Context: an optimization exercise on an open-source flow, tuned for small area. The choices shown serve that exercise and are no tape-out recipe.
Only simulation tests tie the RTL to the original design; equivalence was not proved.
The flow treats the clock pin as an ideal source. Dropping or thinning the clock tree relies on that and would not hold on a real chip.
No activity file was given, so power comes from the tool's default toggle rates.

==> flow/design.v <==
`timescale 1ns / 1ps
module recieve(
input rxd,
input clk,
input ce,
input rst,
output reg [7:0] word,
output word_on_line);
reg [7:0] shift;
reg [3:0] state;
assign word_on_line = (state == 4'd9);
always @(posedge clk)
    if (ce)
        begin
            if (rst)
                state <= 4'd15;
            else if (state[3] == 1'b0)
                state <= state + 4'd1;
            else if (state == 4'd8)
                state <= rxd ? 4'd9 : 4'd8;
            else
                state <= rxd ? 4'd15 : 4'd0;
        end
always @(posedge clk)
    if (ce && state[3] == 1'b0)
        shift <= {rxd, shift[7:1]};
always @(posedge clk)
    if (ce)
        begin
            if (rst)
                word <= 8'd0;
            else if (state == 4'd8 && rxd)
                word <= shift;
        end
endmodule
`timescale 1ns / 1ps
module transmit(
input clk,
input ce,
input rst,
input connection_status,
output transmit_ready,
output last_step,
output start_bit,
output data_bit,
output [2:0] bit_index
);
reg [4:0] state;
assign transmit_ready = (state == 5'd4);
assign last_step = (state == 5'd28);
assign start_bit = (state == 5'd7);
assign data_bit = (state[4:3] == 2'b01);
assign bit_index = state[2:0];
always @(posedge clk)
    if (ce)
        begin
            if (rst || !connection_status || last_step)
                state <= 5'd4;
            else
                state <= state + 5'd1;
        end
endmodule
`timescale 1ns / 1ps
module echo_mode(
input clk,
input ce,
input rst,
input SW,
input rxd,
output txd,
output [7:0] word
);
reg connection_status;
reg [9:0] counter;
reg [7:0] data;
wire word_on_line;
wire transmit_ready;
wire start_bit;
wire data_bit;
wire [2:0] bit_index;
recieve rx (
    .rxd(rxd),
    .clk(clk),
    .ce(ce),
    .rst(rst),
    .word(word),
    .word_on_line(word_on_line)
);
transmit tx (
    .clk(clk),
    .ce(ce),
    .rst(rst),
    .connection_status(connection_status),
    .transmit_ready(transmit_ready),
    .last_step(),
    .start_bit(start_bit),
    .data_bit(data_bit),
    .bit_index(bit_index)
);
assign txd = !(start_bit || (data_bit && !data[bit_index]));
always @(posedge clk)
    if (ce && transmit_ready && connection_status)
        data <= word;
always @(posedge clk)
    if (ce)
        begin
            if (rst)
                connection_status <= 1'b0;
            else if (!SW)
                begin
                    if (word_on_line)
                        connection_status <= 1'b1;
                    else if (transmit_ready && counter[9:1] != 9'd0)
                        connection_status <= 1'b0;
                end
        end
always @(posedge clk)
    if (ce && !rst && !SW)
        counter <= word_on_line ? 10'd1 : {counter[8:0], counter[9] ^ counter[6] ^ (counter[8:0] == 9'd0)};
endmodule
`timescale 1ns / 1ps
module message_mode(
input clk,
input ce,
input rst,
input SW,
output txd
);
reg p;
reg [9:0] hi;
reg [3:0] lo;
reg adv;
wire at_end = !p && (hi == 10'b1000010111) && (lo == 4'd8);    
wire connection_status = p && (lo != 4'd0) && !(lo[3] && lo[2] && lo[1]);    
wire transmit_ready = !p || (hi[4:0] == 5'd4);
wire last_step = (hi[4:0] == 5'd28);        
wire start_bit = (hi[4:0] == 5'd7);
wire data_bit = (hi[4:3] == 2'b01);
wire step = SW && (transmit_ready || at_end);
wire carry = step && (lo == 4'd15);        
reg rom;
always @*
    case ({lo, hi[2:0]})
        7'b0001011: rom = 1'b1;
        7'b0001101: rom = 1'b1;
        7'b0001110: rom = 1'b1;
        7'b0010000: rom = 1'b1;
        7'b0010010: rom = 1'b1;
        7'b0010101: rom = 1'b1;
        7'b0010110: rom = 1'b1;
        7'b0011010: rom = 1'b1;
        7'b0011011: rom = 1'b1;
        7'b0011101: rom = 1'b1;
        7'b0011110: rom = 1'b1;
        7'b0100010: rom = 1'b1;
        7'b0100011: rom = 1'b1;
        7'b0100101: rom = 1'b1;
        7'b0100110: rom = 1'b1;
        7'b0101000: rom = 1'b1;
        7'b0101001: rom = 1'b1;
        7'b0101010: rom = 1'b1;
        7'b0101011: rom = 1'b1;
        7'b0101101: rom = 1'b1;
        7'b0101110: rom = 1'b1;
        7'b0110101: rom = 1'b1;
        7'b0111000: rom = 1'b1;
        7'b0111001: rom = 1'b1;
        7'b0111010: rom = 1'b1;
        7'b0111100: rom = 1'b1;
        7'b0111101: rom = 1'b1;
        7'b0111110: rom = 1'b1;
        7'b1000000: rom = 1'b1;
        7'b1000001: rom = 1'b1;
        7'b1000010: rom = 1'b1;
        7'b1000011: rom = 1'b1;
        7'b1000101: rom = 1'b1;
        7'b1000110: rom = 1'b1;
        7'b1001001: rom = 1'b1;
        7'b1001100: rom = 1'b1;
        7'b1001101: rom = 1'b1;
        7'b1001110: rom = 1'b1;
        7'b1010010: rom = 1'b1;
        7'b1010011: rom = 1'b1;
        7'b1010101: rom = 1'b1;
        7'b1010110: rom = 1'b1;
        7'b1011010: rom = 1'b1;
        7'b1011101: rom = 1'b1;
        7'b1011110: rom = 1'b1;
        7'b1100000: rom = 1'b1;
        7'b1100101: rom = 1'b1;
        default: rom = 1'b0;
    endcase
assign txd = !(p && (start_bit || (data_bit && !rom)));
always @(posedge clk)
    if (ce && transmit_ready && connection_status)
        adv <= SW;
wire load_defer = transmit_ready && connection_status && (lo != 4'd13);
always @(posedge clk)
    if (ce)
        begin
            if (rst)
                lo <= (SW && transmit_ready) ? 4'd1 : 4'd0;
            else if (SW && at_end)
                lo <= 4'd0;
            else if ((SW && transmit_ready && !load_defer) || (connection_status && last_step && adv))
                lo <= lo + 4'd1;
        end
always @(posedge clk)
    if (ce)
        begin
            if (rst || (SW && at_end))
                begin
                    p <= 1'b1;
                    hi <= 10'd4;
                end
            else if (carry)
                begin
                    p <= 1'b0;
                    hi <= {hi[8:0], ~(hi[9] ^ hi[6])};
                end
            else if (p)
                begin
                    if (!connection_status || last_step)
                        hi[4:0] <= 5'd4;
                    else
                        hi[4:0] <= hi[4:0] + 5'd1;
                end
        end
endmodule
`timescale 1ns / 1ps
module controller(
input clk,
input SW,
input rst,
input rxd,
output reg txd,
output [7:0] LD
);
reg [6:0] div;
wire tick = (div == 7'b1110001);
wire txd_1;
wire txd_2;
always @(posedge clk)
    if (rst)
        div <= 7'b1110001;
    else
        div <= {div[5:0], div[6] ^ div[5] ^ tick};
echo_mode echo(
    .clk(clk),
    .ce(tick),
    .rst(rst),
    .SW(SW),
    .rxd(rxd),
    .word(LD),
    .txd(txd_1)
);
message_mode msg(
    .clk(clk),
    .ce(tick),
    .rst(rst),
    .SW(SW),
    .txd(txd_2)
);
always @(posedge clk)
    if (rst)
        txd <= 1'b1;
    else
        txd <= SW ? txd_2 : txd_1;
endmodule
export LEC_CHECK = 0
export ABC_AREA = 1
export CAP_MARGIN = 20
export CORE_MARGIN = 2
export CORE_UTILIZATION = 40
export SLEW_MARGIN = 20
create_clock -name core_clock -period 10.0 [get_ports {clk}]
standard.sh (not shown) runs the stock make flow with config.mk's settings and CLKGATE_MAP_FILE= SYNTH_SCRIPT=/design/flow/synth_recipe.tcl, a recipe that flattens the netlist after the stock synthesis.
==> flow/flow/run.sh <==
#!/bin/bash
# The standard layout (standard.sh) with three changes:
#  - synthesis is the standard flow's script unchanged except that ABC maps the logic with
#    flow/abc_area.script (area-oriented mapping, no buffering or upsizing)
#    and no half/full adder cells are extracted before it (ABC maps them);
#  - the clock tree is built by flow/pre_cts.tcl (a root buffer and five
#    leaf buffers at the centres of k-means clusters of the flip-flops) in
#    place of clock_tree_synthesis;
#  - port buffers are buf_1 cells.
# Each tool's output is in the ORFS logs under orfs/logs; make's is in standard.log.
set -euo pipefail
here=$(pwd)
{
  echo 'proc abc {args} {'
  echo '  set i [lsearch -exact $args -script]'
  echo '  if { $i >= 0 } { lset args [expr {$i + 1}] '"$here"'/flow/abc_area.script }'
  echo '  set j [lsearch -exact $args -D]'
  echo '  if { $j >= 0 } { set args [lreplace $args $j [expr {$j + 1}]] }'
  echo '  yosys abc {*}$args'
  echo '}'
  echo 'proc extract_fa {args} {}'
  cat synth_recipe.tcl
} > my_synth.tcl
sed "s#SYNTH_SCRIPT=[^ ]*#SYNTH_SCRIPT=$here/my_synth.tcl#" standard.sh > my_standard.sh
grep -q "SYNTH_SCRIPT=$here/my_synth.tcl" my_standard.sh
export CTS_ARGS="-sink_clustering_enable -repair_clock_nets -dont_use_dummy_load"
export PRE_CTS_TCL="$here/flow/pre_cts.tcl"
export BUFFER_PORTS_ARGS="-buffer_cell sky130_fd_sc_hd__buf_1"
bash my_standard.sh > standard.log 2>&1
==> flow/flow/pre_cts.tcl <==
# Clock tree built by hand in place of clock_tree_synthesis: the clock port
# drives one root buffer, which drives NLEAF leaf buffers, each placed at the
# centroid of a k-means cluster of the clock's sinks (flip-flop clock pins).
proc my_clock_tree { nleaf bufname rootname } {
  set block [ord::get_db_block]
  set clknet [$block findNet clk]
  set sinks {}
  foreach it [$clknet getITerms] {
    set inst [$it getInst]
    set bb [$inst getBBox]
    lappend sinks [list $it [expr {([$bb xMin] + [$bb xMax]) / 2}] [expr {([$bb yMin] + [$bb yMax]) / 2}]]
  }
  set n [llength $sinks]
  # k-means, seeded by sorting on x then taking evenly spaced sinks
  set sorted [lsort -integer -index 1 $sinks]
  set cents {}
  for {set k 0} {$k < $nleaf} {incr k} {
    set s [lindex $sorted [expr {int(($k + 0.5) * $n / $nleaf)}]]
    lappend cents [list [lindex $s 1] [lindex $s 2]]
  }
  for {set iter 0} {$iter < 30} {incr iter} {
    set assign {}
    foreach s $sinks {
      set best 0; set bd 1e30
      for {set k 0} {$k < $nleaf} {incr k} {
        lassign [lindex $cents $k] cx cy
        set d [expr {abs([lindex $s 1] - $cx) + abs([lindex $s 2] - $cy)}]
        if {$d < $bd} { set bd $d; set best $k }
      }
      lappend assign $best
    }
    set newc {}
    for {set k 0} {$k < $nleaf} {incr k} {
      set sx 0; set sy 0; set c 0
      foreach s $sinks a $assign { if {$a == $k} { set sx [expr {$sx + [lindex $s 1]}]; set sy [expr {$sy + [lindex $s 2]}]; incr c } }
      if {$c > 0} { lappend newc [list [expr {$sx / $c}] [expr {$sy / $c}]] } else { lappend newc [lindex $cents $k] }
    }
    set cents $newc
  }
  set master [[ord::get_db] findMaster $bufname]
  for {set k 0} {$k < $nleaf} {incr k} {
    set buf [odb::dbInst_create $block $master clkleaf_$k]
    lassign [lindex $cents $k] cx cy
    $buf setLocation [expr {int($cx)}] [expr {int($cy)}]
    $buf setPlacementStatus PLACED
    set net [odb::dbNet_create $block clk_leaf_$k]
    $net setSigType CLOCK
    [$buf findITerm A] connect $clknet
    [$buf findITerm X] connect $net
    foreach s $sinks a $assign {
      if {$a == $k} { set it [lindex $s 0]; $it disconnect; $it connect $net }
    }
  }
  # root buffer between the port and the leaves
  set rmaster [[ord::get_db] findMaster $rootname]
  set root [odb::dbInst_create $block $rmaster clkroot]
  set sx 0; set sy 0
  foreach c $cents { set sx [expr {$sx + [lindex $c 0]}]; set sy [expr {$sy + [lindex $c 1]}] }
  $root setLocation [expr {int($sx / $nleaf)}] [expr {int($sy / $nleaf)}]
  $root setPlacementStatus PLACED
  set rnet [odb::dbNet_create $block clk_root]
  $rnet setSigType CLOCK
  for {set k 0} {$k < $nleaf} {incr k} {
    set it [[$block findInst clkleaf_$k] findITerm A]
    $it disconnect
    $it connect $rnet
  }
  [$root findITerm A] connect $clknet
  [$root findITerm X] connect $rnet
  $clknet setSigType CLOCK
}

proc clock_tree_synthesis { args } {
  my_clock_tree 6 sky130_fd_sc_hd__clkbuf_8 sky130_fd_sc_hd__clkbuf_4
  set_propagated_clock [all_clocks]
}
Other scripts of this flow, unchanged in this note and not shown: flow/flow/abc_area.script
The starting point finished clean.
Next try:
--- a/flow/flow/pre_cts.tcl
+++ b/flow/flow/pre_cts.tcl
@@ -72,5 +72,5 @@
 
 proc clock_tree_synthesis { args } {
-  my_clock_tree 6 sky130_fd_sc_hd__clkbuf_8 sky130_fd_sc_hd__clkbuf_4
+  my_clock_tree 5 sky130_fd_sc_hd__clkbuf_8 sky130_fd_sc_hd__clkbuf_8
   set_propagated_clock [all_clocks]
 }
Outcome:
- The changed run finished with timing, DRC and antenna clean
- cell area barely changes
- final cell count hardly moves
- power fell by 1.6%
- sequential share of layout area increases by 0.14 points
- synthesized cell count stays the same
- routed wire length went down by 0.60%
- area after synthesis is unchanged
- critical path depth is unchanged
Next try:
--- a/flow/flow/run.sh
+++ b/flow/flow/run.sh
@@ -4,5 +4,5 @@
 #    flow/abc_area.script (area-oriented mapping, no buffering or upsizing)
 #    and no half/full adder cells are extracted before it (ABC maps them);
-#  - the clock tree is built by flow/pre_cts.tcl (a root buffer and five
+#  - the clock tree is built by flow/pre_cts.tcl (a root buffer and six
 #    leaf buffers at the centres of k-means clusters of the flip-flops) in
 #    place of clock_tree_synthesis;
--- a/flow/flow/pre_cts.tcl
+++ b/flow/flow/pre_cts.tcl
@@ -72,5 +72,5 @@
 
 proc clock_tree_synthesis { args } {
-  my_clock_tree 5 sky130_fd_sc_hd__clkbuf_8 sky130_fd_sc_hd__clkbuf_8
+  my_clock_tree 6 sky130_fd_sc_hd__clkbuf_8 sky130_fd_sc_hd__clkbuf_4
   set_propagated_clock [all_clocks]
 }
CORE_UTILIZATION = 65   (was 40)
=> The new run completed with no timing, DRC or antenna violations; routed wire length came out lower by 8.3%; synthesized area does not change; power stays flat; cell count came out lower by 13%.
Next try:
CORE_UTILIZATION = 40   (was 65)
The changed run produced a clean layout. Utilization drops by 28 points. Synthesized area stays the same. Clock power climbs by about 6%. Setup slack improved by 0.027 ns. Sequential share of layout area drops by 1.3 points. Die area climbs by 59%. Design area climbs by 2.1%. Total power climbs by 1.8%. Final cell count climbs by 15%. Via count drops by 1.4%.
No run of this note takes its clock network from TritonCTS; it comes from the design's own scripts or RTL.

========
== rev 12 ==
Starts from the design.v that is shown in full above.
==> flow/config.mk <==
export PLATFORM = sky130hd
export DESIGN_NAME = controller
export DESIGN_NICKNAME = controller
export VERILOG_FILES = /design/flow/design.v
export SDC_FILE = /design/flow/constraint.sdc
export NUM_CORES = 4
export LEC_CHECK = 0
export ABC_AREA = 1
export CAP_MARGIN = 20
export CORE_MARGIN = 2
export CORE_UTILIZATION = 40
export SLEW_MARGIN = 20
==> flow/constraint.sdc <==
create_clock -name core_clock -period 10.0 [get_ports {clk}]
set_input_delay 2.0000 -clock core_clock [delete_from_list [all_inputs] [get_ports {clk}]]
set_output_delay 2.0000 -clock core_clock [all_outputs]
set_load 0.01 [all_outputs]
==> flow/flow/run.sh <==
#!/bin/bash
# The standard layout (standard.sh) with three changes:
#  - synthesis is the standard flow's script unchanged except that ABC maps the logic with
#    flow/abc_area.script (area-oriented mapping, no buffering or upsizing)
#    and no half/full adder cells are extracted before it (ABC maps them);
#  - the clock tree is built by flow/pre_cts.tcl (a root buffer and five
#    leaf buffers at the centres of k-means clusters of the flip-flops) in
#    place of clock_tree_synthesis;
#  - port buffers are buf_1 cells.
# Each tool's output is in the ORFS logs under orfs/logs; make's is in standard.log.
set -euo pipefail
here=$(pwd)
{
  echo 'proc abc {args} {'
  echo '  set i [lsearch -exact $args -script]'
  echo '  if { $i >= 0 } { lset args [expr {$i + 1}] '"$here"'/flow/abc_area.script }'
  echo '  set j [lsearch -exact $args -D]'
  echo '  if { $j >= 0 } { set args [lreplace $args $j [expr {$j + 1}]] }'
  echo '  yosys abc {*}$args'
  echo '}'
  echo 'proc extract_fa {args} {}'
  cat synth_recipe.tcl
} > my_synth.tcl
sed "s#SYNTH_SCRIPT=[^ ]*#SYNTH_SCRIPT=$here/my_synth.tcl#" standard.sh > my_standard.sh
grep -q "SYNTH_SCRIPT=$here/my_synth.tcl" my_standard.sh
export CTS_ARGS="-sink_clustering_enable -repair_clock_nets -dont_use_dummy_load"
export PRE_CTS_TCL="$here/flow/pre_cts.tcl"
export BUFFER_PORTS_ARGS="-buffer_cell sky130_fd_sc_hd__buf_1"
bash my_standard.sh > standard.log 2>&1
==> flow/flow/pre_cts.tcl <==
# Clock tree built by hand in place of clock_tree_synthesis: the clock port
# drives one root buffer, which drives NLEAF leaf buffers, each placed at the
# centroid of a k-means cluster of the clock's sinks (flip-flop clock pins).
proc my_clock_tree { nleaf bufname rootname } {
  set block [ord::get_db_block]
  set clknet [$block findNet clk]
  set sinks {}
  foreach it [$clknet getITerms] {
    set inst [$it getInst]
    set bb [$inst getBBox]
    lappend sinks [list $it [expr {([$bb xMin] + [$bb xMax]) / 2}] [expr {([$bb yMin] + [$bb yMax]) / 2}]]
  }
  set n [llength $sinks]
  # k-means, seeded by sorting on x then taking evenly spaced sinks
  set sorted [lsort -integer -index 1 $sinks]
  set cents {}
  for {set k 0} {$k < $nleaf} {incr k} {
    set s [lindex $sorted [expr {int(($k + 0.5) * $n / $nleaf)}]]
    lappend cents [list [lindex $s 1] [lindex $s 2]]
  }
  for {set iter 0} {$iter < 30} {incr iter} {
    set assign {}
    foreach s $sinks {
      set best 0; set bd 1e30
      for {set k 0} {$k < $nleaf} {incr k} {
        lassign [lindex $cents $k] cx cy
        set d [expr {abs([lindex $s 1] - $cx) + abs([lindex $s 2] - $cy)}]
        if {$d < $bd} { set bd $d; set best $k }
      }
      lappend assign $best
    }
    set newc {}
    for {set k 0} {$k < $nleaf} {incr k} {
      set sx 0; set sy 0; set c 0
      foreach s $sinks a $assign { if {$a == $k} { set sx [expr {$sx + [lindex $s 1]}]; set sy [expr {$sy + [lindex $s 2]}]; incr c } }
      if {$c > 0} { lappend newc [list [expr {$sx / $c}] [expr {$sy / $c}]] } else { lappend newc [lindex $cents $k] }
    }
    set cents $newc
  }
  set master [[ord::get_db] findMaster $bufname]
  for {set k 0} {$k < $nleaf} {incr k} {
    set buf [odb::dbInst_create $block $master clkleaf_$k]
    lassign [lindex $cents $k] cx cy
    $buf setLocation [expr {int($cx)}] [expr {int($cy)}]
    $buf setPlacementStatus PLACED
    set net [odb::dbNet_create $block clk_leaf_$k]
    $net setSigType CLOCK
    [$buf findITerm A] connect $clknet
    [$buf findITerm X] connect $net
    foreach s $sinks a $assign {
      if {$a == $k} { set it [lindex $s 0]; $it disconnect; $it connect $net }
    }
  }
  # root buffer between the port and the leaves
  set rmaster [[ord::get_db] findMaster $rootname]
  set root [odb::dbInst_create $block $rmaster clkroot]
  set sx 0; set sy 0
  foreach c $cents { set sx [expr {$sx + [lindex $c 0]}]; set sy [expr {$sy + [lindex $c 1]}] }
  $root setLocation [expr {int($sx / $nleaf)}] [expr {int($sy / $nleaf)}]
  $root setPlacementStatus PLACED
  set rnet [odb::dbNet_create $block clk_root]
  $rnet setSigType CLOCK
  for {set k 0} {$k < $nleaf} {incr k} {
    set it [[$block findInst clkleaf_$k] findITerm A]
    $it disconnect
    $it connect $rnet
  }
  [$root findITerm A] connect $clknet
  [$root findITerm X] connect $rnet
  $clknet setSigType CLOCK
}

proc clock_tree_synthesis { args } {
  my_clock_tree 5 sky130_fd_sc_hd__clkbuf_8 sky130_fd_sc_hd__clkbuf_4
  set_propagated_clock [all_clocks]
}
Other scripts of this flow, unchanged in this note and not shown: flow/flow/abc_area.script
Both conditions hold for rev 12: the flow ran to the end and the final layout passed the timing, design-rule and antenna checks.
The following lists how rev 13 was set up differently from rev 12:
Settings: a change of CORE_UTILIZATION from 40 to 65; a change of CAP_MARGIN from 20 to 0; a change of SLEW_MARGIN from 20 to 0.
-- flow/flow/run.sh --
<<< rev 12, line 6
#  - the clock tree is built by flow/pre_cts.tcl (a root buffer and five
>>> rev 13, line 6
#  - the clock tree is built by flow/pre_cts.tcl (a root buffer and six
-- flow/flow/pre_cts.tcl --
<<< rev 12, line 74
  my_clock_tree 5 sky130_fd_sc_hd__clkbuf_8 sky130_fd_sc_hd__clkbuf_4
>>> rev 13, line 74
  my_clock_tree 6 sky130_fd_sc_hd__clkbuf_8 sky130_fd_sc_hd__clkbuf_4
Results
Re routed via count divided by cell count: rev 13 is about 16% up on rev 12. Looking at design area, rev 13 sits 1.8% below rev 12. The synthesis-to-layout area growth reported for rev 13 is smaller than that of rev 12 by 1.9 points. | worst-case setup margin in the final layout | rev 13 vs rev 12 | worse |. Per the final summary, rev 13 finished and its layout is clean on timing, DRC and antenna. Relative to rev 12, the number of placed cells counting well taps measured on rev 13 has decreased by more than 10%. Core utilization: rev 13 higher than rev 12. From rev 12 to rev 13 the numbers moved as follows: sum of internal, switching and leakage power has increased, final cell count has decreased. Rev 13 vs. rev 12: area used by multi-input combinational logic shrank by 0.51%; maximum frequency went down.
No run of this note takes its clock network from TritonCTS; it comes from the design's own scripts or RTL.

[re-timing with driven ports]
Ports are ideal in the flow. The routed layouts listed here were re-timed in OpenROAD.
Step 1: set_driving_cell puts a clkbuf_16 on clk and a buf_2 on each other input, an assumption about the parent block.
Step 2, shift: input delay + t, output delay - t, t = (earliest + latest rising clock arrival at the registers) / 2. This alone moves slack from input paths to output paths.
Slacks: ideal / step 1 / step 2; pairs: ideal / step 1.
run	t (ns)	setup WS [ns]	latest minus earliest clock arrival (ns)	worst data-port slew with drivers (ns)
the first run of note 1	0.422	6.319 / 6.313 / 5.891	0.034 / 0.034	0.03
the second run of note 1	0.352	6.206 / 6.205 / 5.853	0.038 / 0.038	0.03
the third run of note 1	0.399	6.291 / 6.292 / 5.892	0.021 / 0.021	0.03
the fourth run of note 1	0.422	6.319 / 6.313 / 5.891	0.034 / 0.034	0.03
rev 12	0.410	6.257 / 6.255 / 5.845	0.038 / 0.039	0.03
rev 13	0.400	6.060 / 6.061 / 5.661	0.020 / 0.021	0.03
After both steps every run listed still meets setup and hold.
